Source: an optimization exercise on an open RTL-to-GDS flow (aim: small area and a short achievable clock period). Production flows keep margins and buffers that such runs may drop. Function was not checked in any run shown here: the RTL went through the layout flow alone. Power figures rest on the tool's default switching activity, not on a simulated workload.

## flow/design.v (module list and top-level ports; edited modules follow where they fit)
// module movavg: 2036 lines
module movavg(
    input logic clk,
    input logic reset,
    input logic [63:0] din,
    output logic [63:0] dout
);
  // ...
==> flow/flow/run.sh <==
#!/bin/bash
set -euo pipefail
export BUFFER_PORTS_ARGS="-buffer_cell sky130_fd_sc_hd__buf_2"
bash standard.sh > standard_make.log 2>&1
==> flow/standard.sh <==
#!/bin/bash
# synth_recipe.tcl (not shown) runs the flow's synth.tcl, then flattens the netlist and writes it again
# the make line also repeats each setting of config.mk as NAME=value (left out here)
make -C /OpenROAD-flow-scripts/flow DESIGN_CONFIG=/design/flow/config.mk WORK_HOME=/design/flow/orfs CLKGATE_MAP_FILE= SYNTH_SCRIPT=/design/flow/synth_recipe.tcl "${@:-finish}"
==> flow/config.mk <==
export PLATFORM = sky130hd
export DESIGN_NAME = movavg
export DESIGN_NICKNAME = movavg
export VERILOG_FILES = /design/flow/design.v
export SDC_FILE = /design/flow/constraint.sdc
export NUM_CORES = 4
export LEC_CHECK = 0
export CAP_MARGIN = 20
export CORE_MARGIN = 2
export CORE_UTILIZATION = 65
export CTS_BUF_LIST = sky130_fd_sc_hd__clkbuf_4 sky130_fd_sc_hd__clkbuf_8
export PLACE_DENSITY = 0.75
export SETUP_SLACK_MARGIN = 1.5
export SLEW_MARGIN = 20
==> flow/constraint.sdc <==
create_clock -name core_clock -period 7.5 [get_ports {clk}]
set_input_delay 1.5000 -clock core_clock [delete_from_list [all_inputs] [get_ports {clk}]]
set_output_delay 1.5000 -clock core_clock [all_outputs]
set_load 0.01 [all_outputs]
==> metrics.md, run 1 <==
| Metric | Value |
|---|---|
| Status | `timing/DRC/antenna clean` |
| Max Slew Vio Count | `0` |
| Post-Synthesis Net Count | `1520` |
| Worst r2r src | `t1[13]` |
| Final instance area | `13100 sq um` |
| Overall Power | `3.19 mW` |
| Worst r2r path cells | `12` |
| Dominant class by area | `multi-input combinational cells` |
| Comb pwr share | `0.415` |
| Achievable Freq | `0.167 GHz` |
| TritonCTS Buffers | `17` |
| CTS root buf | `clkbuf_8` |
| Crit path top cell by count | `buf_2` |
| Min-Delay Endpoint | `t2[11]` |
| Hold Worst Slack | `0.471 ns` |
| Met3 wire len | `732 um` |
| First-pass GRT wire length | `37700 um` |
| Final-layout clock buffer total | `19` |
| 1st-iter DRT viols | `319` |
| Maxcap violations | `0` |
| Crit path max-delay cell type | `or4_4` |
| Reg2reg end | `r[43]` |
| Seq area share | `0.295` |
| Synth Instances | `1254` |
| DRC Markers | `0` |
| Leading cell types in the layout, fill and taps excluded | `192 x dfxtp_1, 127 x buf_2, 118 x ha_1, 113 x nor2b_1, 113 x nor2_1` |
| Place WS | `1.28 ns` |
| Synth area leader | `dfxtp_1` |
| Die height | `140 um` |
| Critical path type | `primary input to output pin` |
| Synth Flop Type | `dfxtp_1` |
| Pin count of the biggest net entering global routing | `121` |
| Reg2Reg Setup Slack | `3.56 ns` |
==> inputs of run 2 (changes only) <==
--- a/flow/design.v
+++ b/flow/design.v
@@ -464,56 +464,16 @@
    logic ao_w456;
    logic ao_w457;
    logic ao_w458;
    logic ao_w459;
    logic ao_w460;
    logic ao_w461;
    logic ao_w462;
    logic ao_w463;
-   logic ao_w464;
-   logic ao_w465;
-   logic ao_w466;
-   logic ao_w467;
-   logic ao_w468;
-   logic ao_w469;
-   logic ao_w470;
-   logic ao_w471;
-   logic ao_w472;
-   logic ao_w473;
-   logic ao_w474;
-   logic ao_w475;
-   logic ao_w476;
-   logic ao_w477;
-   logic ao_w478;
-   logic ao_w479;
-   logic ao_w480;
-   logic ao_w481;
-   logic ao_w482;
-   logic ao_w483;
-   logic ao_w484;
-   logic ao_w485;
-   logic ao_w486;
-   logic ao_w487;
-   logic ao_w488;
-   logic ao_w489;
-   logic ao_w490;
-   logic ao_w491;
-   logic ao_w492;
-   logic ao_w493;
-   logic ao_w494;
-   logic ao_w495;
-   logic ao_w496;
-   logic ao_w497;
-   logic ao_w498;
-   logic ao_w499;
-   logic ao_w500;
-   logic ao_w501;
-   logic ao_w502;
-   logic ao_w503;
    logic ar_w1;
    logic ar_w2;
    logic ar_w3;
    logic ar_w4;
    logic ar_w5;
    logic ar_w6;
    logic ar_w7;
    logic ar_w8;
@@ -1143,384 +1103,344 @@
    assign ao_w129 = ao_w2 | (ao_w66 & ao_w1);
    assign ao_w130 = ao_w66 & ao_w65;
    assign ao_w131 = ao_w4 | (ao_w68 & ao_w3);
    assign ao_w132 = ao_w68 & ao_w67;
    assign ao_w133 = ao_w6 | (ao_w70 & ao_w5);
    assign ao_w134 = ao_w70 & ao_w69;
    assign ao_w135 = ao_w8 | (ao_w72 & ao_w7);
    assign ao_w136 = ao_w72 & ao_w71;
-   assign ao_w137 = ao_w10 | (ao_w74 & ao_w9);
-   assign ao_w138 = ao_w74 & ao_w73;
-   assign ao_w139 = ao_w12 | (ao_w76 & ao_w11);
-   assign ao_w140 = ao_w76 & ao_w75;
-   assign ao_w141 = ao_w14 | (ao_w78 & ao_w13);
-   assign ao_w142 = ao_w78 & ao_w77;
-   assign ao_w143 = ao_w16 | (ao_w80 & ao_w15);
-   assign ao_w144 = ao_w80 & ao_w79;
-   assign ao_w145 = ao_w3 | (ao_w67 & ao_w129);
-   assign ao_w146 = ao_w67 & ao_w130;
-   assign ao_w147 = ao_w131 | (ao_w132 & ao_w129);
-   assign ao_w148 = ao_w132 & ao_w130;
-   assign ao_w149 = ao_w7 | (ao_w71 & ao_w133);
-   assign ao_w150 = ao_w71 & ao_w134;
-   assign ao_w151 = ao_w135 | (ao_w136 & ao_w133);
-   assign ao_w152 = ao_w136 & ao_w134;
-   assign ao_w153 = ao_w11 | (ao_w75 & ao_w137);
-   assign ao_w154 = ao_w75 & ao_w138;
-   assign ao_w155 = ao_w139 | (ao_w140 & ao_w137);
-   assign ao_w156 = ao_w140 & ao_w138;
-   assign ao_w157 = ao_w15 | (ao_w79 & ao_w141);
-   assign ao_w158 = ao_w79 & ao_w142;
-   assign ao_w159 = ao_w143 | (ao_w144 & ao_w141);
-   assign ao_w160 = ao_w144 & ao_w142;
-   assign ao_w161 = ao_w5 | (ao_w69 & ao_w147);
-   assign ao_w162 = ao_w69 & ao_w148;
-   assign ao_w163 = ao_w133 | (ao_w134 & ao_w147);
-   assign ao_w164 = ao_w134 & ao_w148;
-   assign ao_w165 = ao_w149 | (ao_w150 & ao_w147);
-   assign ao_w166 = ao_w150 & ao_w148;
-   assign ao_w167 = ao_w151 | (ao_w152 & ao_w147);
-   assign ao_w168 = ao_w152 & ao_w148;
-   assign ao_w169 = ao_w13 | (ao_w77 & ao_w155);
-   assign ao_w170 = ao_w77 & ao_w156;
-   assign ao_w171 = ao_w141 | (ao_w142 & ao_w155);
-   assign ao_w172 = ao_w142 & ao_w156;
-   assign ao_w173 = ao_w157 | (ao_w158 & ao_w155);
-   assign ao_w174 = ao_w158 & ao_w156;
-   assign ao_w175 = ao_w159 | (ao_w160 & ao_w155);
-   assign ao_w176 = ao_w160 & ao_w156;
-   assign ao_w177 = ao_w9 | (ao_w73 & ao_w167);
-   assign ao_w178 = ao_w73 & ao_w168;
-   assign ao_w179 = ao_w137 | (ao_w138 & ao_w167);
-   assign ao_w180 = ao_w138 & ao_w168;
-   assign ao_w181 = ao_w153 | (ao_w154 & ao_w167);
-   assign ao_w182 = ao_w154 & ao_w168;
-   assign ao_w183 = ao_w155 | (ao_w156 & ao_w167);
-   assign ao_w184 = ao_w156 & ao_w168;
-   assign ao_w185 = ao_w169 | (ao_w170 & ao_w167);
-   assign ao_w186 = ao_w170 & ao_w168;
-   assign ao_w187 = ao_w171 | (ao_w172 & ao_w167);
-   assign ao_w188 = ao_w172 & ao_w168;
-   assign ao_w189 = ao_w173 | (ao_w174 & ao_w167);
-   assign ao_w190 = ao_w174 & ao_w168;
-   assign ao_w191 = ao_w175 | (ao_w176 & ao_w167);
-   assign ao_w192 = ao_w176 & ao_w168;
-   assign ao_w193 = ao_w18 | (ao_w82 & ao_w17);
-   assign ao_w194 = ao_w82 & ao_w81;
-   assign ao_w195 = ao_w20 | (ao_w84 & ao_w19);
-   assign ao_w196 = ao_w84 & ao_w83;
-   assign ao_w197 = ao_w22 | (ao_w86 & ao_w21);
-   assign ao_w198 = ao_w86 & ao_w85;
-   assign ao_w199 = ao_w24 | (ao_w88 & ao_w23);
-   assign ao_w200 = ao_w88 & ao_w87;
+   assign ao_w137 = ao_w3 | (ao_w67 & ao_w129);
+   assign ao_w138 = ao_w67 & ao_w130;
+   assign ao_w139 = ao_w131 | (ao_w132 & ao_w129);
+   assign ao_w140 = ao_w132 & ao_w130;
+   assign ao_w141 = ao_w7 | (ao_w71 & ao_w133);
+   assign ao_w142 = ao_w71 & ao_w134;
+   assign ao_w143 = ao_w135 | (ao_w136 & ao_w133);
+   assign ao_w144 = ao_w136 & ao_w134;
+   assign ao_w145 = ao_w5 | (ao_w69 & ao_w139);
+   assign ao_w146 = ao_w69 & ao_w140;
+   assign ao_w147 = ao_w133 | (ao_w134 & ao_w139);
+   assign ao_w148 = ao_w134 & ao_w140;
+   assign ao_w149 = ao_w141 | (ao_w142 & ao_w139);
+   assign ao_w150 = ao_w142 & ao_w140;
+   assign ao_w151 = ao_w143 | (ao_w144 & ao_w139);
+   assign ao_w152 = ao_w144 & ao_w140;
+   assign ao_w153 = ao_w10 | (ao_w74 & ao_w9);
+   assign ao_w154 = ao_w74 & ao_w73;
+   assign ao_w155 = ao_w12 | (ao_w76 & ao_w11);
+   assign ao_w156 = ao_w76 & ao_w75;
+   assign ao_w157 = ao_w14 | (ao_w78 & ao_w13);
+   assign ao_w158 = ao_w78 & ao_w77;
+   assign ao_w159 = ao_w16 | (ao_w80 & ao_w15);
+   assign ao_w160 = ao_w80 & ao_w79;
+   assign ao_w161 = ao_w11 | (ao_w75 & ao_w153);
+   assign ao_w162 = ao_w75 & ao_w154;
+   assign ao_w163 = ao_w155 | (ao_w156 & ao_w153);
+   assign ao_w164 = ao_w156 & ao_w154;
+   assign ao_w165 = ao_w15 | (ao_w79 & ao_w157);
+   assign ao_w166 = ao_w79 & ao_w158;
+   assign ao_w167 = ao_w159 | (ao_w160 & ao_w157);
+   assign ao_w168 = ao_w160 & ao_w158;
+   assign ao_w169 = ao_w13 | (ao_w77 & ao_w163);
+   assign ao_w170 = ao_w77 & ao_w164;
+   assign ao_w171 = ao_w157 | (ao_w158 & ao_w163);
+   assign ao_w172 = ao_w158 & ao_w164;
+   assign ao_w173 = ao_w165 | (ao_w166 & ao_w163);
+   assign ao_w174 = ao_w166 & ao_w164;
+   assign ao_w175 = ao_w167 | (ao_w168 & ao_w163);
+   assign ao_w176 = ao_w168 & ao_w164;
+   assign ao_w177 = ao_w18 | (ao_w82 & ao_w17);
+   assign ao_w178 = ao_w82 & ao_w81;
+   assign ao_w179 = ao_w20 | (ao_w84 & ao_w19);
+   assign ao_w180 = ao_w84 & ao_w83;
+   assign ao_w181 = ao_w22 | (ao_w86 & ao_w21);
+   assign ao_w182 = ao_w86 & ao_w85;
+   assign ao_w183 = ao_w24 | (ao_w88 & ao_w23);
+   assign ao_w184 = ao_w88 & ao_w87;
+   assign ao_w185 = ao_w19 | (ao_w83 & ao_w177);
+   assign ao_w186 = ao_w83 & ao_w178;
+   assign ao_w187 = ao_w179 | (ao_w180 & ao_w177);
+   assign ao_w188 = ao_w180 & ao_w178;
+   assign ao_w189 = ao_w23 | (ao_w87 & ao_w181);
+   assign ao_w190 = ao_w87 & ao_w182;
+   assign ao_w191 = ao_w183 | (ao_w184 & ao_w181);
+   assign ao_w192 = ao_w184 & ao_w182;
+   assign ao_w193 = ao_w21 | (ao_w85 & ao_w187);
+   assign ao_w194 = ao_w85 & ao_w188;
+   assign ao_w195 = ao_w181 | (ao_w182 & ao_w187);
+   assign ao_w196 = ao_w182 & ao_w188;
+   assign ao_w197 = ao_w189 | (ao_w190 & ao_w187);
+   assign ao_w198 = ao_w190 & ao_w188;
+   assign ao_w199 = ao_w191 | (ao_w192 & ao_w187);
+   assign ao_w200 = ao_w192 & ao_w188;
    assign ao_w201 = ao_w26 | (ao_w90 & ao_w25);
    assign ao_w202 = ao_w90 & ao_w89;
    assign ao_w203 = ao_w28 | (ao_w92 & ao_w27);
    assign ao_w204 = ao_w92 & ao_w91;
    assign ao_w205 = ao_w30 | (ao_w94 & ao_w29);
    assign ao_w206 = ao_w94 & ao_w93;
    assign ao_w207 = ao_w32 | (ao_w96 & ao_w31);
    assign ao_w208 = ao_w96 & ao_w95;
-   assign ao_w209 = ao_w19 | (ao_w83 & ao_w193);
-   assign ao_w210 = ao_w83 & ao_w194;
-   assign ao_w211 = ao_w195 | (ao_w196 & ao_w193);
-   assign ao_w212 = ao_w196 & ao_w194;
-   assign ao_w213 = ao_w23 | (ao_w87 & ao_w197);
-   assign ao_w214 = ao_w87 & ao_w198;
-   assign ao_w215 = ao_w199 | (ao_w200 & ao_w197);
-   assign ao_w216 = ao_w200 & ao_w198;
-   assign ao_w217 = ao_w27 | (ao_w91 & ao_w201);
-   assign ao_w218 = ao_w91 & ao_w202;
-   assign ao_w219 = ao_w203 | (ao_w204 & ao_w201);
-   assign ao_w220 = ao_w204 & ao_w202;
-   assign ao_w221 = ao_w31 | (ao_w95 & ao_w205);
-   assign ao_w222 = ao_w95 & ao_w206;
-   assign ao_w223 = ao_w207 | (ao_w208 & ao_w205);
-   assign ao_w224 = ao_w208 & ao_w206;
-   assign ao_w225 = ao_w21 | (ao_w85 & ao_w211);
-   assign ao_w226 = ao_w85 & ao_w212;
-   assign ao_w227 = ao_w197 | (ao_w198 & ao_w211);
-   assign ao_w228 = ao_w198 & ao_w212;
-   assign ao_w229 = ao_w213 | (ao_w214 & ao_w211);
-   assign ao_w230 = ao_w214 & ao_w212;
-   assign ao_w231 = ao_w215 | (ao_w216 & ao_w211);
-   assign ao_w232 = ao_w216 & ao_w212;
-   assign ao_w233 = ao_w29 | (ao_w93 & ao_w219);
-   assign ao_w234 = ao_w93 & ao_w220;
-   assign ao_w235 = ao_w205 | (ao_w206 & ao_w219);
-   assign ao_w236 = ao_w206 & ao_w220;
-   assign ao_w237 = ao_w221 | (ao_w222 & ao_w219);
-   assign ao_w238 = ao_w222 & ao_w220;
-   assign ao_w239 = ao_w223 | (ao_w224 & ao_w219);
-   assign ao_w240 = ao_w224 & ao_w220;
-   assign ao_w241 = ao_w25 | (ao_w89 & ao_w231);
-   assign ao_w242 = ao_w89 & ao_w232;
-   assign ao_w243 = ao_w201 | (ao_w202 & ao_w231);
-   assign ao_w244 = ao_w202 & ao_w232;
-   assign ao_w245 = ao_w217 | (ao_w218 & ao_w231);
-   assign ao_w246 = ao_w218 & ao_w232;
-   assign ao_w247 = ao_w219 | (ao_w220 & ao_w231);
-   assign ao_w248 = ao_w220 & ao_w232;
-   assign ao_w249 = ao_w233 | (ao_w234 & ao_w231);
-   assign ao_w250 = ao_w234 & ao_w232;
-   assign ao_w251 = ao_w235 | (ao_w236 & ao_w231);
-   assign ao_w252 = ao_w236 & ao_w232;
-   assign ao_w253 = ao_w237 | (ao_w238 & ao_w231);
-   assign ao_w254 = ao_w238 & ao_w232;
-   assign ao_w255 = ao_w239 | (ao_w240 & ao_w231);
-   assign ao_w256 = ao_w240 & ao_w232;
-   assign ao_w257 = ao_w34 | (ao_w98 & ao_w33);
-   assign ao_w258 = ao_w98 & ao_w97;
-   assign ao_w259 = ao_w36 | (ao_w100 & ao_w35);
-   assign ao_w260 = ao_w100 & ao_w99;
-   assign ao_w261 = ao_w38 | (ao_w102 & ao_w37);
-   assign ao_w262 = ao_w102 & ao_w101;
-   assign ao_w263 = ao_w40 | (ao_w104 & ao_w39);
-   assign ao_w264 = ao_w104 & ao_w103;
-   assign ao_w265 = ao_w42 | (ao_w106 & ao_w41);
-   assign ao_w266 = ao_w106 & ao_w105;
-   assign ao_w267 = ao_w44 | (ao_w108 & ao_w43);
-   assign ao_w268 = ao_w108 & ao_w107;
-   assign ao_w269 = ao_w46 | (ao_w110 & ao_w45);
-   assign ao_w270 = ao_w110 & ao_w109;
-   assign ao_w271 = ao_w48 | (ao_w112 & ao_w47);
-   assign ao_w272 = ao_w112 & ao_w111;
-   assign ao_w273 = ao_w35 | (ao_w99 & ao_w257);
-   assign ao_w274 = ao_w99 & ao_w258;
-   assign ao_w275 = ao_w259 | (ao_w260 & ao_w257);
-   assign ao_w276 = ao_w260 & ao_w258;
-   assign ao_w277 = ao_w39 | (ao_w103 & ao_w261);
-   assign ao_w278 = ao_w103 & ao_w262;
-   assign ao_w279 = ao_w263 | (ao_w264 & ao_w261);
-   assign ao_w280 = ao_w264 & ao_w262;
-   assign ao_w281 = ao_w43 | (ao_w107 & ao_w265);
-   assign ao_w282 = ao_w107 & ao_w266;
-   assign ao_w283 = ao_w267 | (ao_w268 & ao_w265);
-   assign ao_w284 = ao_w268 & ao_w266;
-   assign ao_w285 = ao_w47 | (ao_w111 & ao_w269);
-   assign ao_w286 = ao_w111 & ao_w270;
-   assign ao_w287 = ao_w271 | (ao_w272 & ao_w269);
-   assign ao_w288 = ao_w272 & ao_w270;
-   assign ao_w289 = ao_w37 | (ao_w101 & ao_w275);
-   assign ao_w290 = ao_w101 & ao_w276;
-   assign ao_w291 = ao_w261 | (ao_w262 & ao_w275);
-   assign ao_w292 = ao_w262 & ao_w276;
-   assign ao_w293 = ao_w277 | (ao_w278 & ao_w275);
-   assign ao_w294 = ao_w278 & ao_w276;
-   assign ao_w295 = ao_w279 | (ao_w280 & ao_w275);
-   assign ao_w296 = ao_w280 & ao_w276;
-   assign ao_w297 = ao_w45 | (ao_w109 & ao_w283);
-   assign ao_w298 = ao_w109 & ao_w284;
-   assign ao_w299 = ao_w269 | (ao_w270 & ao_w283);
-   assign ao_w300 = ao_w270 & ao_w284;
-   assign ao_w301 = ao_w285 | (ao_w286 & ao_w283);
-   assign ao_w302 = ao_w286 & ao_w284;
-   assign ao_w303 = ao_w287 | (ao_w288 & ao_w283);
-   assign ao_w304 = ao_w288 & ao_w284;
-   assign ao_w305 = ao_w41 | (ao_w105 & ao_w295);
-   assign ao_w306 = ao_w105 & ao_w296;
-   assign ao_w307 = ao_w265 | (ao_w266 & ao_w295);
-   assign ao_w308 = ao_w266 & ao_w296;
-   assign ao_w309 = ao_w281 | (ao_w282 & ao_w295);
-   assign ao_w310 = ao_w282 & ao_w296;
-   assign ao_w311 = ao_w283 | (ao_w284 & ao_w295);
-   assign ao_w312 = ao_w284 & ao_w296;
-   assign ao_w313 = ao_w297 | (ao_w298 & ao_w295);
-   assign ao_w314 = ao_w298 & ao_w296;
-   assign ao_w315 = ao_w299 | (ao_w300 & ao_w295);
-   assign ao_w316 = ao_w300 & ao_w296;
-   assign ao_w317 = ao_w301 | (ao_w302 & ao_w295);
-   assign ao_w318 = ao_w302 & ao_w296;
-   assign ao_w319 = ao_w303 | (ao_w304 & ao_w295);
-   assign ao_w320 = ao_w304 & ao_w296;
-   assign ao_w321 = ao_w50 | (ao_w114 & ao_w49);
-   assign ao_w322 = ao_w114 & ao_w113;
-   assign ao_w323 = ao_w52 | (ao_w116 & ao_w51);
-   assign ao_w324 = ao_w116 & ao_w115;
-   assign ao_w325 = ao_w54 | (ao_w118 & ao_w53);
-   assign ao_w326 = ao_w118 & ao_w117;
-   assign ao_w327 = ao_w56 | (ao_w120 & ao_w55);
-   assign ao_w328 = ao_w120 & ao_w119;
-   assign ao_w329 = ao_w58 | (ao_w122 & ao_w57);
-   assign ao_w330 = ao_w122 & ao_w121;
-   assign ao_w331 = ao_w60 | (ao_w124 & ao_w59);
-   assign ao_w332 = ao_w124 & ao_w123;
-   assign ao_w333 = ao_w62 | (ao_w126 & ao_w61);
-   assign ao_w334 = ao_w126 & ao_w125;
-   assign ao_w335 = ao_w64 | (ao_w128 & ao_w63);
-   assign ao_w336 = ao_w128 & ao_w127;
-   assign ao_w337 = ao_w51 | (ao_w115 & ao_w321);
-   assign ao_w338 = ao_w115 & ao_w322;
-   assign ao_w339 = ao_w323 | (ao_w324 & ao_w321);
-   assign ao_w340 = ao_w324 & ao_w322;
-   assign ao_w341 = ao_w55 | (ao_w119 & ao_w325);
-   assign ao_w342 = ao_w119 & ao_w326;
-   assign ao_w343 = ao_w327 | (ao_w328 & ao_w325);
-   assign ao_w344 = ao_w328 & ao_w326;
-   assign ao_w345 = ao_w59 | (ao_w123 & ao_w329);
-   assign ao_w346 = ao_w123 & ao_w330;
-   assign ao_w347 = ao_w331 | (ao_w332 & ao_w329);
-   assign ao_w348 = ao_w332 & ao_w330;
-   assign ao_w349 = ao_w63 | (ao_w127 & ao_w333);
-   assign ao_w350 = ao_w127 & ao_w334;
-   assign ao_w351 = ao_w335 | (ao_w336 & ao_w333);
-   assign ao_w352 = ao_w336 & ao_w334;
-   assign ao_w353 = ao_w53 | (ao_w117 & ao_w339);
-   assign ao_w354 = ao_w117 & ao_w340;
-   assign ao_w355 = ao_w325 | (ao_w326 & ao_w339);
-   assign ao_w356 = ao_w326 & ao_w340;
-   assign ao_w357 = ao_w341 | (ao_w342 & ao_w339);
-   assign ao_w358 = ao_w342 & ao_w340;
-   assign ao_w359 = ao_w343 | (ao_w344 & ao_w339);
-   assign ao_w360 = ao_w344 & ao_w340;
-   assign ao_w361 = ao_w61 | (ao_w125 & ao_w347);
-   assign ao_w362 = ao_w125 & ao_w348;
-   assign ao_w363 = ao_w333 | (ao_w334 & ao_w347);
-   assign ao_w364 = ao_w334 & ao_w348;
-   assign ao_w365 = ao_w349 | (ao_w350 & ao_w347);
-   assign ao_w366 = ao_w350 & ao_w348;
-   assign ao_w367 = ao_w351 | (ao_w352 & ao_w347);
-   assign ao_w368 = ao_w352 & ao_w348;
-   assign ao_w369 = ao_w57 | (ao_w121 & ao_w359);
-   assign ao_w370 = ao_w121 & ao_w360;
-   assign ao_w371 = ao_w329 | (ao_w330 & ao_w359);
-   assign ao_w372 = ao_w330 & ao_w360;
-   assign ao_w373 = ao_w345 | (ao_w346 & ao_w359);
-   assign ao_w374 = ao_w346 & ao_w360;
-   assign ao_w375 = ao_w347 | (ao_w348 & ao_w359);
-   assign ao_w376 = ao_w348 & ao_w360;
-   assign ao_w377 = ao_w361 | (ao_w362 & ao_w359);
-   assign ao_w378 = ao_w362 & ao_w360;
-   assign ao_w379 = ao_w363 | (ao_w364 & ao_w359);
-   assign ao_w380 = ao_w364 & ao_w360;
-   assign ao_w381 = ao_w365 | (ao_w366 & ao_w359);
-   assign ao_w382 = ao_w366 & ao_w360;
-   assign ao_w383 = ao_w367 | (ao_w368 & ao_w359);
-   assign ao_w384 = ao_w368 & ao_w360;
-   assign ao_w385 = ao_w255 | (ao_w256 & ao_w191);
-   assign ao_w386 = ao_w256 & ao_w192;
-   assign ao_w387 = ao_w383 | (ao_w384 & ao_w319);
-   assign ao_w388 = ao_w384 & ao_w320;
-   assign ao_w389 = ao_w319 | (ao_w320 & ao_w385);
-   assign ao_w390 = ao_w320 & ao_w386;
-   assign ao_w391 = ao_w387 | (ao_w388 & ao_w385);
-   assign ao_w392 = ao_w388 & ao_w386;
-   assign ao_w393 = ao_w17 | (ao_w81 & ao_w191);
-   assign ao_w394 = ao_w193 | (ao_w194 & ao_w191);
-   assign ao_w395 = ao_w209 | (ao_w210 & ao_w191);
-   assign ao_w396 = ao_w211 | (ao_w212 & ao_w191);
-   assign ao_w397 = ao_w225 | (ao_w226 & ao_w191);
-   assign ao_w398 = ao_w227 | (ao_w228 & ao_w191);
-   assign ao_w399 = ao_w229 | (ao_w230 & ao_w191);
-   assign ao_w400 = ao_w231 | (ao_w232 & ao_w191);
-   assign ao_w401 = ao_w241 | (ao_w242 & ao_w191);
-   assign ao_w402 = ao_w243 | (ao_w244 & ao_w191);
-   assign ao_w403 = ao_w245 | (ao_w246 & ao_w191);
-   assign ao_w404 = ao_w247 | (ao_w248 & ao_w191);
-   assign ao_w405 = ao_w249 | (ao_w250 & ao_w191);
-   assign ao_w406 = ao_w251 | (ao_w252 & ao_w191);
-   assign ao_w407 = ao_w253 | (ao_w254 & ao_w191);
-   assign ao_w408 = ao_w255 | (ao_w256 & ao_w191);
-   assign ao_w409 = ao_w33 | (ao_w97 & ao_w385);
-   assign ao_w410 = ao_w257 | (ao_w258 & ao_w385);
-   assign ao_w411 = ao_w273 | (ao_w274 & ao_w385);
-   assign ao_w412 = ao_w275 | (ao_w276 & ao_w385);
-   assign ao_w413 = ao_w289 | (ao_w290 & ao_w385);
-   assign ao_w414 = ao_w291 | (ao_w292 & ao_w385);
-   assign ao_w415 = ao_w293 | (ao_w294 & ao_w385);
-   assign ao_w416 = ao_w295 | (ao_w296 & ao_w385);
-   assign ao_w417 = ao_w305 | (ao_w306 & ao_w385);
-   assign ao_w418 = ao_w307 | (ao_w308 & ao_w385);
-   assign ao_w419 = ao_w309 | (ao_w310 & ao_w385);
-   assign ao_w420 = ao_w311 | (ao_w312 & ao_w385);
-   assign ao_w421 = ao_w313 | (ao_w314 & ao_w385);
-   assign ao_w422 = ao_w315 | (ao_w316 & ao_w385);
-   assign ao_w423 = ao_w317 | (ao_w318 & ao_w385);
-   assign ao_w424 = ao_w319 | (ao_w320 & ao_w385);
-   assign ao_w425 = ao_w49 | (ao_w113 & ao_w389);
-   assign ao_w426 = ao_w321 | (ao_w322 & ao_w389);
-   assign ao_w427 = ao_w337 | (ao_w338 & ao_w389);
-   assign ao_w428 = ao_w339 | (ao_w340 & ao_w389);
-   assign ao_w429 = ao_w353 | (ao_w354 & ao_w389);
-   assign ao_w430 = ao_w355 | (ao_w356 & ao_w389);
-   assign ao_w431 = ao_w357 | (ao_w358 & ao_w389);
-   assign ao_w432 = ao_w359 | (ao_w360 & ao_w389);
-   assign ao_w433 = ao_w369 | (ao_w370 & ao_w389);
-   assign ao_w434 = ao_w371 | (ao_w372 & ao_w389);
-   assign ao_w435 = ao_w373 | (ao_w374 & ao_w389);
-   assign ao_w436 = ao_w375 | (ao_w376 & ao_w389);
-   assign ao_w437 = ao_w377 | (ao_w378 & ao_w389);
-   assign ao_w438 = ao_w379 | (ao_w380 & ao_w389);
-   assign ao_w439 = ao_w381 | (ao_w382 & ao_w389);
-   assign ao_w440 = ao_w383 | (ao_w384 & ao_w389);
-   assign ao_w441 = ao_w66 ^ ao_w1;
-   assign ao_w442 = ao_w67 ^ ao_w129;
-   assign ao_w443 = ao_w68 ^ ao_w145;
-   assign ao_w444 = ao_w69 ^ ao_w147;
-   assign ao_w445 = ao_w70 ^ ao_w161;
-   assign ao_w446 = ao_w71 ^ ao_w163;
-   assign ao_w447 = ao_w72 ^ ao_w165;
-   assign ao_w448 = ao_w73 ^ ao_w167;
-   assign ao_w449 = ao_w74 ^ ao_w177;
-   assign ao_w450 = ao_w75 ^ ao_w179;
-   assign ao_w451 = ao_w76 ^ ao_w181;
-   assign ao_w452 = ao_w77 ^ ao_w183;
-   assign ao_w453 = ao_w78 ^ ao_w185;
-   assign ao_w454 = ao_w79 ^ ao_w187;
-   assign ao_w455 = ao_w80 ^ ao_w189;
-   assign ao_w456 = ao_w81 ^ ao_w191;
-   assign ao_w457 = ao_w82 ^ ao_w393;
-   assign ao_w458 = ao_w83 ^ ao_w394;
-   assign ao_w459 = ao_w84 ^ ao_w395;
-   assign ao_w460 = ao_w85 ^ ao_w396;
-   assign ao_w461 = ao_w86 ^ ao_w397;
-   assign ao_w462 = ao_w87 ^ ao_w398;
-   assign ao_w463 = ao_w88 ^ ao_w399;
-   assign ao_w464 = ao_w89 ^ ao_w400;
-   assign ao_w465 = ao_w90 ^ ao_w401;
-   assign ao_w466 = ao_w91 ^ ao_w402;
-   assign ao_w467 = ao_w92 ^ ao_w403;
-   assign ao_w468 = ao_w93 ^ ao_w404;
-   assign ao_w469 = ao_w94 ^ ao_w405;
-   assign ao_w470 = ao_w95 ^ ao_w406;
-   assign ao_w471 = ao_w96 ^ ao_w407;
-   assign ao_w472 = ao_w97 ^ ao_w408;
-   assign ao_w473 = ao_w98 ^ ao_w409;
-   assign ao_w474 = ao_w99 ^ ao_w410;
-   assign ao_w475 = ao_w100 ^ ao_w411;
-   assign ao_w476 = ao_w101 ^ ao_w412;
-   assign ao_w477 = ao_w102 ^ ao_w413;
-   assign ao_w478 = ao_w103 ^ ao_w414;
-   assign ao_w479 = ao_w104 ^ ao_w415;
-   assign ao_w480 = ao_w105 ^ ao_w416;
-   assign ao_w481 = ao_w106 ^ ao_w417;
-   assign ao_w482 = ao_w107 ^ ao_w418;
-   assign ao_w483 = ao_w108 ^ ao_w419;
-   assign ao_w484 = ao_w109 ^ ao_w420;
-   assign ao_w485 = ao_w110 ^ ao_w421;
-   assign ao_w486 = ao_w111 ^ ao_w422;
-   assign ao_w487 = ao_w112 ^ ao_w423;
-   assign ao_w488 = ao_w113 ^ ao_w424;
-   assign ao_w489 = ao_w114 ^ ao_w425;
-   assign ao_w490 = ao_w115 ^ ao_w426;
-   assign ao_w491 = ao_w116 ^ ao_w427;
-   assign ao_w492 = ao_w117 ^ ao_w428;
-   assign ao_w493 = ao_w118 ^ ao_w429;
-   assign ao_w494 = ao_w119 ^ ao_w430;
-   assign ao_w495 = ao_w120 ^ ao_w431;
-   assign ao_w496 = ao_w121 ^ ao_w432;
-   assign ao_w497 = ao_w122 ^ ao_w433;
-   assign ao_w498 = ao_w123 ^ ao_w434;
-   assign ao_w499 = ao_w124 ^ ao_w435;
-   assign ao_w500 = ao_w125 ^ ao_w436;
-   assign ao_w501 = ao_w126 ^ ao_w437;
-   assign ao_w502 = ao_w127 ^ ao_w438;
-   assign ao_w503 = ao_w128 ^ ao_w439;
-   assign dout = {ao_w503, ao_w502, ao_w501, ao_w500, ao_w499, ao_w498, ao_w497, ao_w496, ao_w495, ao_w494, ao_w493, ao_w492, ao_w491, ao_w490, ao_w489, ao_w488, ao_w487, ao_w486, ao_w485, ao_w484, ao_w483, ao_w482, ao_w481, ao_w480, ao_w479, ao_w478, ao_w477, ao_w476, ao_w475, ao_w474, ao_w473, ao_w472, ao_w471, ao_w470, ao_w469, ao_w468, ao_w467, ao_w466, ao_w465, ao_w464, ao_w463, ao_w462, ao_w461, ao_w460, ao_w459, ao_w458, ao_w457, ao_w456, ao_w455, ao_w454, ao_w453, ao_w452, ao_w451, ao_w450, ao_w449, ao_w448, ao_w447, ao_w446, ao_w445, ao_w444, ao_w443, ao_w442, ao_w441, ao_w65};
+   assign ao_w209 = ao_w27 | (ao_w91 & ao_w201);
+   assign ao_w210 = ao_w91 & ao_w202;
+   assign ao_w211 = ao_w203 | (ao_w204 & ao_w201);
+   assign ao_w212 = ao_w204 & ao_w202;
+   assign ao_w213 = ao_w31 | (ao_w95 & ao_w205);
+   assign ao_w214 = ao_w95 & ao_w206;
+   assign ao_w215 = ao_w207 | (ao_w208 & ao_w205);
+   assign ao_w216 = ao_w208 & ao_w206;
+   assign ao_w217 = ao_w29 | (ao_w93 & ao_w211);
+   assign ao_w218 = ao_w93 & ao_w212;
+   assign ao_w219 = ao_w205 | (ao_w206 & ao_w211);
+   assign ao_w220 = ao_w206 & ao_w212;
+   assign ao_w221 = ao_w213 | (ao_w214 & ao_w211);
+   assign ao_w222 = ao_w214 & ao_w212;
+   assign ao_w223 = ao_w215 | (ao_w216 & ao_w211);
+   assign ao_w224 = ao_w216 & ao_w212;
+   assign ao_w225 = ao_w34 | (ao_w98 & ao_w33);
+   assign ao_w226 = ao_w98 & ao_w97;
+   assign ao_w227 = ao_w36 | (ao_w100 & ao_w35);
+   assign ao_w228 = ao_w100 & ao_w99;
+   assign ao_w229 = ao_w38 | (ao_w102 & ao_w37);
+   assign ao_w230 = ao_w102 & ao_w101;
+   assign ao_w231 = ao_w40 | (ao_w104 & ao_w39);
+   assign ao_w232 = ao_w104 & ao_w103;
+   assign ao_w233 = ao_w35 | (ao_w99 & ao_w225);
+   assign ao_w234 = ao_w99 & ao_w226;
+   assign ao_w235 = ao_w227 | (ao_w228 & ao_w225);
+   assign ao_w236 = ao_w228 & ao_w226;
+   assign ao_w237 = ao_w39 | (ao_w103 & ao_w229);
+   assign ao_w238 = ao_w103 & ao_w230;
+   assign ao_w239 = ao_w231 | (ao_w232 & ao_w229);
+   assign ao_w240 = ao_w232 & ao_w230;
+   assign ao_w241 = ao_w37 | (ao_w101 & ao_w235);
+   assign ao_w242 = ao_w101 & ao_w236;
+   assign ao_w243 = ao_w229 | (ao_w230 & ao_w235);
+   assign ao_w244 = ao_w230 & ao_w236;
+   assign ao_w245 = ao_w237 | (ao_w238 & ao_w235);
+   assign ao_w246 = ao_w238 & ao_w236;
+   assign ao_w247 = ao_w239 | (ao_w240 & ao_w235);
+   assign ao_w248 = ao_w240 & ao_w236;
+   assign ao_w249 = ao_w42 | (ao_w106 & ao_w41);
+   assign ao_w250 = ao_w106 & ao_w105;
+   assign ao_w251 = ao_w44 | (ao_w108 & ao_w43);
+   assign ao_w252 = ao_w108 & ao_w107;
+   assign ao_w253 = ao_w46 | (ao_w110 & ao_w45);
+   assign ao_w254 = ao_w110 & ao_w109;
+   assign ao_w255 = ao_w48 | (ao_w112 & ao_w47);
+   assign ao_w256 = ao_w112 & ao_w111;
+   assign ao_w257 = ao_w43 | (ao_w107 & ao_w249);
+   assign ao_w258 = ao_w107 & ao_w250;
+   assign ao_w259 = ao_w251 | (ao_w252 & ao_w249);
+   assign ao_w260 = ao_w252 & ao_w250;
+   assign ao_w261 = ao_w47 | (ao_w111 & ao_w253);
+   assign ao_w262 = ao_w111 & ao_w254;
+   assign ao_w263 = ao_w255 | (ao_w256 & ao_w253);
+   assign ao_w264 = ao_w256 & ao_w254;
+   assign ao_w265 = ao_w45 | (ao_w109 & ao_w259);
+   assign ao_w266 = ao_w109 & ao_w260;
+   assign ao_w267 = ao_w253 | (ao_w254 & ao_w259);
+   assign ao_w268 = ao_w254 & ao_w260;
+   assign ao_w269 = ao_w261 | (ao_w262 & ao_w259);
+   assign ao_w270 = ao_w262 & ao_w260;
+   assign ao_w271 = ao_w263 | (ao_w264 & ao_w259);
+   assign ao_w272 = ao_w264 & ao_w260;
+   assign ao_w273 = ao_w50 | (ao_w114 & ao_w49);
+   assign ao_w274 = ao_w114 & ao_w113;
+   assign ao_w275 = ao_w52 | (ao_w116 & ao_w51);
+   assign ao_w276 = ao_w116 & ao_w115;
+   assign ao_w277 = ao_w54 | (ao_w118 & ao_w53);
+   assign ao_w278 = ao_w118 & ao_w117;
+   assign ao_w279 = ao_w56 | (ao_w120 & ao_w55);
+   assign ao_w280 = ao_w120 & ao_w119;
+   assign ao_w281 = ao_w51 | (ao_w115 & ao_w273);
+   assign ao_w282 = ao_w115 & ao_w274;
+   assign ao_w283 = ao_w275 | (ao_w276 & ao_w273);
+   assign ao_w284 = ao_w276 & ao_w274;
+   assign ao_w285 = ao_w55 | (ao_w119 & ao_w277);
+   assign ao_w286 = ao_w119 & ao_w278;
+   assign ao_w287 = ao_w279 | (ao_w280 & ao_w277);
+   assign ao_w288 = ao_w280 & ao_w278;
+   assign ao_w289 = ao_w53 | (ao_w117 & ao_w283);
+   assign ao_w290 = ao_w117 & ao_w284;
+   assign ao_w291 = ao_w277 | (ao_w278 & ao_w283);
+   assign ao_w292 = ao_w278 & ao_w284;
+   assign ao_w293 = ao_w285 | (ao_w286 & ao_w283);
+   assign ao_w294 = ao_w286 & ao_w284;
+   assign ao_w295 = ao_w287 | (ao_w288 & ao_w283);
+   assign ao_w296 = ao_w288 & ao_w284;
+   assign ao_w297 = ao_w58 | (ao_w122 & ao_w57);
+   assign ao_w298 = ao_w122 & ao_w121;
+   assign ao_w299 = ao_w60 | (ao_w124 & ao_w59);
+   assign ao_w300 = ao_w124 & ao_w123;
+   assign ao_w301 = ao_w62 | (ao_w126 & ao_w61);
+   assign ao_w302 = ao_w126 & ao_w125;
+   assign ao_w303 = ao_w64 | (ao_w128 & ao_w63);
+   assign ao_w304 = ao_w128 & ao_w127;
+   assign ao_w305 = ao_w59 | (ao_w123 & ao_w297);
+   assign ao_w306 = ao_w123 & ao_w298;
+   assign ao_w307 = ao_w299 | (ao_w300 & ao_w297);
+   assign ao_w308 = ao_w300 & ao_w298;
+   assign ao_w309 = ao_w63 | (ao_w127 & ao_w301);
+   assign ao_w310 = ao_w127 & ao_w302;
+   assign ao_w311 = ao_w303 | (ao_w304 & ao_w301);
+   assign ao_w312 = ao_w304 & ao_w302;
+   assign ao_w313 = ao_w61 | (ao_w125 & ao_w307);
+   assign ao_w314 = ao_w125 & ao_w308;
+   assign ao_w315 = ao_w301 | (ao_w302 & ao_w307);
+   assign ao_w316 = ao_w302 & ao_w308;
+   assign ao_w317 = ao_w309 | (ao_w310 & ao_w307);
+   assign ao_w318 = ao_w310 & ao_w308;
+   assign ao_w319 = ao_w311 | (ao_w312 & ao_w307);
+   assign ao_w320 = ao_w312 & ao_w308;
+   assign ao_w321 = ao_w175 | (ao_w176 & ao_w151);
+   assign ao_w322 = ao_w176 & ao_w152;
+   assign ao_w323 = ao_w223 | (ao_w224 & ao_w199);
+   assign ao_w324 = ao_w224 & ao_w200;
+   assign ao_w325 = ao_w271 | (ao_w272 & ao_w247);
+   assign ao_w326 = ao_w272 & ao_w248;
+   assign ao_w327 = ao_w319 | (ao_w320 & ao_w295);
+   assign ao_w328 = ao_w320 & ao_w296;
+   assign ao_w329 = ao_w199 | (ao_w200 & ao_w321);
+   assign ao_w330 = ao_w200 & ao_w322;
+   assign ao_w331 = ao_w323 | (ao_w324 & ao_w321);
+   assign ao_w332 = ao_w324 & ao_w322;
+   assign ao_w333 = ao_w295 | (ao_w296 & ao_w325);
+   assign ao_w334 = ao_w296 & ao_w326;
+   assign ao_w335 = ao_w327 | (ao_w328 & ao_w325);
+   assign ao_w336 = ao_w328 & ao_w326;
+   assign ao_w337 = ao_w247 | (ao_w248 & ao_w331);
+   assign ao_w338 = ao_w248 & ao_w332;
+   assign ao_w339 = ao_w325 | (ao_w326 & ao_w331);
+   assign ao_w340 = ao_w326 & ao_w332;
+   assign ao_w341 = ao_w333 | (ao_w334 & ao_w331);
+   assign ao_w342 = ao_w334 & ao_w332;
+   assign ao_w343 = ao_w335 | (ao_w336 & ao_w331);
+   assign ao_w344 = ao_w336 & ao_w332;
+   assign ao_w345 = ao_w9 | (ao_w73 & ao_w151);
+   assign ao_w346 = ao_w153 | (ao_w154 & ao_w151);
+   assign ao_w347 = ao_w161 | (ao_w162 & ao_w151);
+   assign ao_w348 = ao_w163 | (ao_w164 & ao_w151);
+   assign ao_w349 = ao_w169 | (ao_w170 & ao_w151);
+   assign ao_w350 = ao_w171 | (ao_w172 & ao_w151);
+   assign ao_w351 = ao_w173 | (ao_w174 & ao_w151);
+   assign ao_w352 = ao_w175 | (ao_w176 & ao_w151);
+   assign ao_w353 = ao_w17 | (ao_w81 & ao_w321);
+   assign ao_w354 = ao_w177 | (ao_w178 & ao_w321);
+   assign ao_w355 = ao_w185 | (ao_w186 & ao_w321);
+   assign ao_w356 = ao_w187 | (ao_w188 & ao_w321);
+   assign ao_w357 = ao_w193 | (ao_w194 & ao_w321);
+   assign ao_w358 = ao_w195 | (ao_w196 & ao_w321);
+   assign ao_w359 = ao_w197 | (ao_w198 & ao_w321);
+   assign ao_w360 = ao_w199 | (ao_w200 & ao_w321);
+   assign ao_w361 = ao_w25 | (ao_w89 & ao_w329);
+   assign ao_w362 = ao_w201 | (ao_w202 & ao_w329);
+   assign ao_w363 = ao_w209 | (ao_w210 & ao_w329);
+   assign ao_w364 = ao_w211 | (ao_w212 & ao_w329);
+   assign ao_w365 = ao_w217 | (ao_w218 & ao_w329);
+   assign ao_w366 = ao_w219 | (ao_w220 & ao_w329);
+   assign ao_w367 = ao_w221 | (ao_w222 & ao_w329);
+   assign ao_w368 = ao_w223 | (ao_w224 & ao_w329);
+   assign ao_w369 = ao_w33 | (ao_w97 & ao_w331);
+   assign ao_w370 = ao_w225 | (ao_w226 & ao_w331);
+   assign ao_w371 = ao_w233 | (ao_w234 & ao_w331);
+   assign ao_w372 = ao_w235 | (ao_w236 & ao_w331);
+   assign ao_w373 = ao_w241 | (ao_w242 & ao_w331);
+   assign ao_w374 = ao_w243 | (ao_w244 & ao_w331);
+   assign ao_w375 = ao_w245 | (ao_w246 & ao_w331);
+   assign ao_w376 = ao_w247 | (ao_w248 & ao_w331);
+   assign ao_w377 = ao_w41 | (ao_w105 & ao_w337);
+   assign ao_w378 = ao_w249 | (ao_w250 & ao_w337);
+   assign ao_w379 = ao_w257 | (ao_w258 & ao_w337);
+   assign ao_w380 = ao_w259 | (ao_w260 & ao_w337);
+   assign ao_w381 = ao_w265 | (ao_w266 & ao_w337);
+   assign ao_w382 = ao_w267 | (ao_w268 & ao_w337);
+   assign ao_w383 = ao_w269 | (ao_w270 & ao_w337);
+   assign ao_w384 = ao_w271 | (ao_w272 & ao_w337);
+   assign ao_w385 = ao_w49 | (ao_w113 & ao_w339);
+   assign ao_w386 = ao_w273 | (ao_w274 & ao_w339);
+   assign ao_w387 = ao_w281 | (ao_w282 & ao_w339);
+   assign ao_w388 = ao_w283 | (ao_w284 & ao_w339);
+   assign ao_w389 = ao_w289 | (ao_w290 & ao_w339);
+   assign ao_w390 = ao_w291 | (ao_w292 & ao_w339);
+   assign ao_w391 = ao_w293 | (ao_w294 & ao_w339);
+   assign ao_w392 = ao_w295 | (ao_w296 & ao_w339);
+   assign ao_w393 = ao_w57 | (ao_w121 & ao_w341);
+   assign ao_w394 = ao_w297 | (ao_w298 & ao_w341);
+   assign ao_w395 = ao_w305 | (ao_w306 & ao_w341);
+   assign ao_w396 = ao_w307 | (ao_w308 & ao_w341);
+   assign ao_w397 = ao_w313 | (ao_w314 & ao_w341);
+   assign ao_w398 = ao_w315 | (ao_w316 & ao_w341);
+   assign ao_w399 = ao_w317 | (ao_w318 & ao_w341);
+   assign ao_w400 = ao_w319 | (ao_w320 & ao_w341);
+   assign ao_w401 = ao_w66 ^ ao_w1;
+   assign ao_w402 = ao_w67 ^ ao_w129;
+   assign ao_w403 = ao_w68 ^ ao_w137;
+   assign ao_w404 = ao_w69 ^ ao_w139;
+   assign ao_w405 = ao_w70 ^ ao_w145;
+   assign ao_w406 = ao_w71 ^ ao_w147;
+   assign ao_w407 = ao_w72 ^ ao_w149;
+   assign ao_w408 = ao_w73 ^ ao_w151;
+   assign ao_w409 = ao_w74 ^ ao_w345;
+   assign ao_w410 = ao_w75 ^ ao_w346;
+   assign ao_w411 = ao_w76 ^ ao_w347;
+   assign ao_w412 = ao_w77 ^ ao_w348;
+   assign ao_w413 = ao_w78 ^ ao_w349;
+   assign ao_w414 = ao_w79 ^ ao_w350;
+   assign ao_w415 = ao_w80 ^ ao_w351;
+   assign ao_w416 = ao_w81 ^ ao_w352;
+   assign ao_w417 = ao_w82 ^ ao_w353;
+   assign ao_w418 = ao_w83 ^ ao_w354;
+   assign ao_w419 = ao_w84 ^ ao_w355;
+   assign ao_w420 = ao_w85 ^ ao_w356;
+   assign ao_w421 = ao_w86 ^ ao_w357;
+   assign ao_w422 = ao_w87 ^ ao_w358;
+   assign ao_w423 = ao_w88 ^ ao_w359;
+   assign ao_w424 = ao_w89 ^ ao_w360;
+   assign ao_w425 = ao_w90 ^ ao_w361;
+   assign ao_w426 = ao_w91 ^ ao_w362;
+   assign ao_w427 = ao_w92 ^ ao_w363;
+   assign ao_w428 = ao_w93 ^ ao_w364;
+   assign ao_w429 = ao_w94 ^ ao_w365;
+   assign ao_w430 = ao_w95 ^ ao_w366;
+   assign ao_w431 = ao_w96 ^ ao_w367;
+   assign ao_w432 = ao_w97 ^ ao_w368;
+   assign ao_w433 = ao_w98 ^ ao_w369;
+   assign ao_w434 = ao_w99 ^ ao_w370;
+   assign ao_w435 = ao_w100 ^ ao_w371;
+   assign ao_w436 = ao_w101 ^ ao_w372;
+   assign ao_w437 = ao_w102 ^ ao_w373;
+   assign ao_w438 = ao_w103 ^ ao_w374;
+   assign ao_w439 = ao_w104 ^ ao_w375;
+   assign ao_w440 = ao_w105 ^ ao_w376;
+   assign ao_w441 = ao_w106 ^ ao_w377;
+   assign ao_w442 = ao_w107 ^ ao_w378;
+   assign ao_w443 = ao_w108 ^ ao_w379;
+   assign ao_w444 = ao_w109 ^ ao_w380;
+   assign ao_w445 = ao_w110 ^ ao_w381;
+   assign ao_w446 = ao_w111 ^ ao_w382;
+   assign ao_w447 = ao_w112 ^ ao_w383;
+   assign ao_w448 = ao_w113 ^ ao_w384;
+   assign ao_w449 = ao_w114 ^ ao_w385;
+   assign ao_w450 = ao_w115 ^ ao_w386;
+   assign ao_w451 = ao_w116 ^ ao_w387;
+   assign ao_w452 = ao_w117 ^ ao_w388;
+   assign ao_w453 = ao_w118 ^ ao_w389;
+   assign ao_w454 = ao_w119 ^ ao_w390;
+   assign ao_w455 = ao_w120 ^ ao_w391;
+   assign ao_w456 = ao_w121 ^ ao_w392;
+   assign ao_w457 = ao_w122 ^ ao_w393;
+   assign ao_w458 = ao_w123 ^ ao_w394;
+   assign ao_w459 = ao_w124 ^ ao_w395;
+   assign ao_w460 = ao_w125 ^ ao_w396;
+   assign ao_w461 = ao_w126 ^ ao_w397;
+   assign ao_w462 = ao_w127 ^ ao_w398;
+   assign ao_w463 = ao_w128 ^ ao_w399;
+   assign dout = {ao_w463, ao_w462, ao_w461, ao_w460, ao_w459, ao_w458, ao_w457, ao_w456, ao_w455, ao_w454, ao_w453, ao_w452, ao_w451, ao_w450, ao_w449, ao_w448, ao_w447, ao_w446, ao_w445, ao_w444, ao_w443, ao_w442, ao_w441, ao_w440, ao_w439, ao_w438, ao_w437, ao_w436, ao_w435, ao_w434, ao_w433, ao_w432, ao_w431, ao_w430, ao_w429, ao_w428, ao_w427, ao_w426, ao_w425, ao_w424, ao_w423, ao_w422, ao_w421, ao_w420, ao_w419, ao_w418, ao_w417, ao_w416, ao_w415, ao_w414, ao_w413, ao_w412, ao_w411, ao_w410, ao_w409, ao_w408, ao_w407, ao_w406, ao_w405, ao_w404, ao_w403, ao_w402, ao_w401, ao_w65};
    assign cs_s = din ^ t1 ^ t2;
    assign cs_c = {(t1[62:0] & t2[62:0]) | (din[62:0] & (t1[62:0] | t2[62:0])), 1'b0};
    assign ar_w1 = cs_s[0] & cs_c[0];
    assign ar_w2 = cs_s[1] & cs_c[1];
    assign ar_w3 = cs_s[2] & cs_c[2];
    assign ar_w4 = cs_s[3] & cs_c[3];
    assign ar_w5 = cs_s[4] & cs_c[4];
    assign ar_w6 = cs_s[5] & cs_c[5];
==> run 2 against run 1 <==
Still clean on timing, DRC and antenna. Final cell count down 2.4%. Count of clock-buffer cells in the layout is 1 higher. Hold slack better by 0.0019 ns. First-iteration DRC count down 23%. Clock power is 2% lower. Die area is 1.6% lower. Combinational power down 4%. Area after synthesis decreased by 1.6%. Power fell by 2.0%. Worst setup slack gained 0.099 ns. Wire length fell by 3.0%.
==> metrics.md, run 2 <==
| Metric | Value |
|---|---|
| # setup viols final | `0` |
| First-pass GRT wire length | `36700 um (-2.6%)` |
| Synth Flop Type | `dfxtp_1` |
| Die height | `139 um (-0.79%)` |
| Worst path bufs/invs | `2` |
| CTS HTree Levels | `4` |
| Syn_area_per_cell | `9.76 sq um` |
| Achievable Freq | `0.170 GHz (+1.7%)` |
| Bufs on Longest Clock Path | `2` |
| Pwr Density | `245 nW/um^2` |
| IO Port Bufs | `129` |
| Fin cells | `1526` |
| Worst r2r src | `t1[4]` |
| Initial antenna violation count | `0` |
| YS warnings | `1` |
| Hold Path Class | `flip-flop to flip-flop` |
| Slew at the pin with the worst max-slew slack | `0.841 ns` |
| CP Data Required Time | `6.00 ns` |
| Setup TNS | `0 ns` |
| Clk latency of the worst-skew pair | `0.46 ns` |
| Critical path type | `primary input to output pin` |
| Yosys top cell area share | `0.323` |
| Biggest regs | `r x64, t1 x64, t2 x64` |
| Final #Nets | `1549` |
| Worst setup EP type | `output pin` |
| Flops & latches, synth | `192` |
| Clock slew at reported path FFs | `0.11 ns` |
| Worst r2r path cells | `12 (unchanged)` |
| Final Cycle Share | `0.784` |
| Vias | `8127` |
| ANT nets after route | `0` |
| WP depth | `13` |
| WL per Instance | `14.1 um` |
| First drt pass iteration count | `4` |
| DRC Markers | `0 (unchanged)` |
| Synth area leader | `dfxtp_1` |
| Commonest non-fill, non-tap cell in the layout | `dfxtp_1` |
| Leading cell types in the layout, fill and taps excluded | `192 x dfxtp_1, 128 x buf_2, 122 x ha_1, 117 x nor2_1, 117 x nor2b_1` |
| Post-synth EDFFs | `0` |
| Final RePlAce weighted congestion | `0.826` |
| Most frequent cell after synthesis | `dfxtp_1` |
| Synth Instances | `1218 (-2.9%)` |
| Syn Std Cell Area | `11900 sq um` |
| Peak supply drop | `0.000176 V` |
| Max_slew headroom | `0.439` |
| Die area | `19400 sq um` |
| Leakage | `6.09 nW` |
| Ranking of synthesized cells by area | `dfxtp_1 32%, ha_1 13%, fa_1 13%` |
| Vias in the first global route | `8070` |
| Vias per cell | `5.33` |
| Pin count of the biggest net entering global routing | `118 (-2.5%)` |
| Crit path max-delay cell type | `nor4_4` |
| Placed cells | `1490` |
| Share of layout cells above drive strength 1 | `0.149` |
| Most frequent cells after synthesis | `192 x dfxtp_1, 124 x ha_1, 117 x nor2_1, 117 x nor2b_1, 91 x inv_1` |
| 1st-iter DRT viols | `247 (-23%)` |
| Worst setup path start | `din[5]` |
| Fillers | `1420` |
| GRT Residual Overflow | `0` |
| Startpoint Class | `primary input` |
| Ordered cell list for the critical path | `buf_2, ha_4, a21o_1, or3_1, o211a_4, nor4_4, o31a_2, o31ai_4, a211o_1, a21o_1, a21oi_2, xnor2_1, buf_2` |
| DIE WIDTH | `139 um` |
| Synth async-reset ratio | `0` |
| Post-synthesis sequential area ratio | `0.323` |
| GR Util All Layers | `0.229` |
| Critical Path Max Stage Delay | `0.40 ns` |
| I/O pin cnt | `130` |
| Arr. time, crit path | `4.38 ns` |
| Rows | `49` |
| Distinct cell type count after synthesis | `58` |
| Worst Hold Launch | `t1[16]` |
| CTS tree | `built` |
| Hpwl dp | `16700 um` |
| Placeable Area | `18000 sq um` |
| Hold Path Cell Cnt | `1` |
| Status | `timing/DRC/antenna clean` |
| RSZ-0062 raised after global routing | `yes` |
| CP delay by family, top | `compound AO/OA/AOI/OAI gates` |
| Setup Skew | `0.0196 ns` |
| CTS root buf | `clkbuf_8` |
| Initial Util | `0.662` |
| CTS sink count | `192` |
| Finished Core Util | `0.710` |
| Area grow syn2layout | `7.30%` |
| Maxcap violations | `0 (unchanged)` |
| CP Max Fanout | `5` |
| Routed WL | `21500 um` |
| TritonCTS Buffers | `17 (unchanged)` |
| Post-Synthesis Net Count | `1484 (-2.4%)` |
| Final Hold Viols | `0` |
| Final Critical Period | `5.88 ns` |
| Max Slew Vio Count | `0 (unchanged)` |
==> run 2: cell count changes after synthesis, sizes merged, moves of 7 or more <==
cell and change:
o21ai -7, inv -8, a21o +13, o21bai -9, xnor2 -16, a21oi -9, xor2 +10
==> run 2: report_power, final <==
group          internal [mW]  switching (mW)  leakage [nW]
Clock                  0.314           0.370         0.189
Sequential              1.12          0.0417          1.59
Combinational          0.575           0.709          4.31
==> run 2: timing repair <==
item / 4_1_cts / 5_1_grt
hold buffers: 0 / 0
endpoints found under the setup margin: 7 / 13
pin swaps: 3 / 9
resized for setup: 3 / 9
buffers inserted: 0 / 3
==> run 2: worst paths after layout <==
kind | slack, ns | to
setup / recovery | 1.62 | dout[47]
hold / removal | 0.47 | t2[16]
hold reg to reg | 0.47 | t2[16]
setup reg to reg | 3.58 | r[49]
==> run 2: cells by family (layout without fill, tap and decap cells) <==
kind of cell             Yosys count  in the layout  synth area share
AO/OA/AOI/OAI                    210            210             0.122
XOR/XNOR                          90             90            0.0663
adder cells (fa/ha/maj)          200            200             0.258
buffers and inverters            178            256            0.0764
flip-flops                       192            192             0.323
multiplexers                       2              2           0.00189
other                              0              1                 0
AND/OR/NAND/NOR                  346            346             0.151
==> run 2: final cells by class <==
type	instances	area, sq um	share of cell area
Clock buffer	20	263	0.0206
Timing Repair Buffer	133	682	0.0534
Inverter	91	342	0.0268
Sequential cell	192	3840	0.301
Multi-Input combinational cell	848	7210	0.565
Antenna cell	1	2.50	0.000196
Clock inverter	12	134	0.0105
Tap cell	229	287	0.0225
==> run 2: routing by layer <==
metal,part of all wire,vias up,GRT usage
met5,0,-,0
li1,-,4164,-
met1,0.48,3802,0.313
met3,0.037,24,0.0492
met2,0.47,137,0.375
met4,0.014,0,0.0574
==> run 2: stage by stage <==
| step | instance area, sq um | hold slack, ns | total power, mW | worst slack [ns] |
|---|---|---|---|---|
| 6_report | 12800 | 0.473 | 3.13 | 1.62 |
| 5_1_grt | 12800 | 0.502 | 3.36 | 1.46 |
| 4_1_cts | 12700 | 0.474 | 3.14 | 1.44 |
| 3_5_place_dp | 12300 | 0.461 | 2.44 | 1.31 |
| 3_3_place_gp | 12300 | 0.453 | 2.42 | 1.38 |
| 2_1_floorplan | 11900 | 0.448 | 2.29 | 1.88 |

==> port drivers added, routing unchanged <==
In the flow no input, the clock included, has a driving cell. The finished layouts below were timed again as built, in two steps.
Step 1 assumes that a clkbuf_16 drives the clock port and a buf_2 every other input.
Step 2 adds t to the input delays and takes it off the output delays; t is the mean of the earliest and latest rising clock arrival at the registers after step 1. Input paths then give back, and output paths get back, about the clock's delay inside the block.
Three values: no drivers, after step 1, after step 2; two values: the first two.
| run | t (ns) | setup WS [ns] | slew at the worst register clock pin (ns) | worst slew at a driven data input, ns |
|---|---|---|---|---|
| run 1 | 0.495 | 1.518 / 1.496 / 1.496 | 0.11 / 0.11 | 0.07 |
| run 2 | 0.494 | 1.617 / 1.598 / 1.598 | 0.11 / 0.11 | 0.07 |
After both steps setup and hold are still met in every run listed. The setup slack of run 1, which loses most, moves by -0.022 ns with the drivers and by -0.022 ns with both steps.
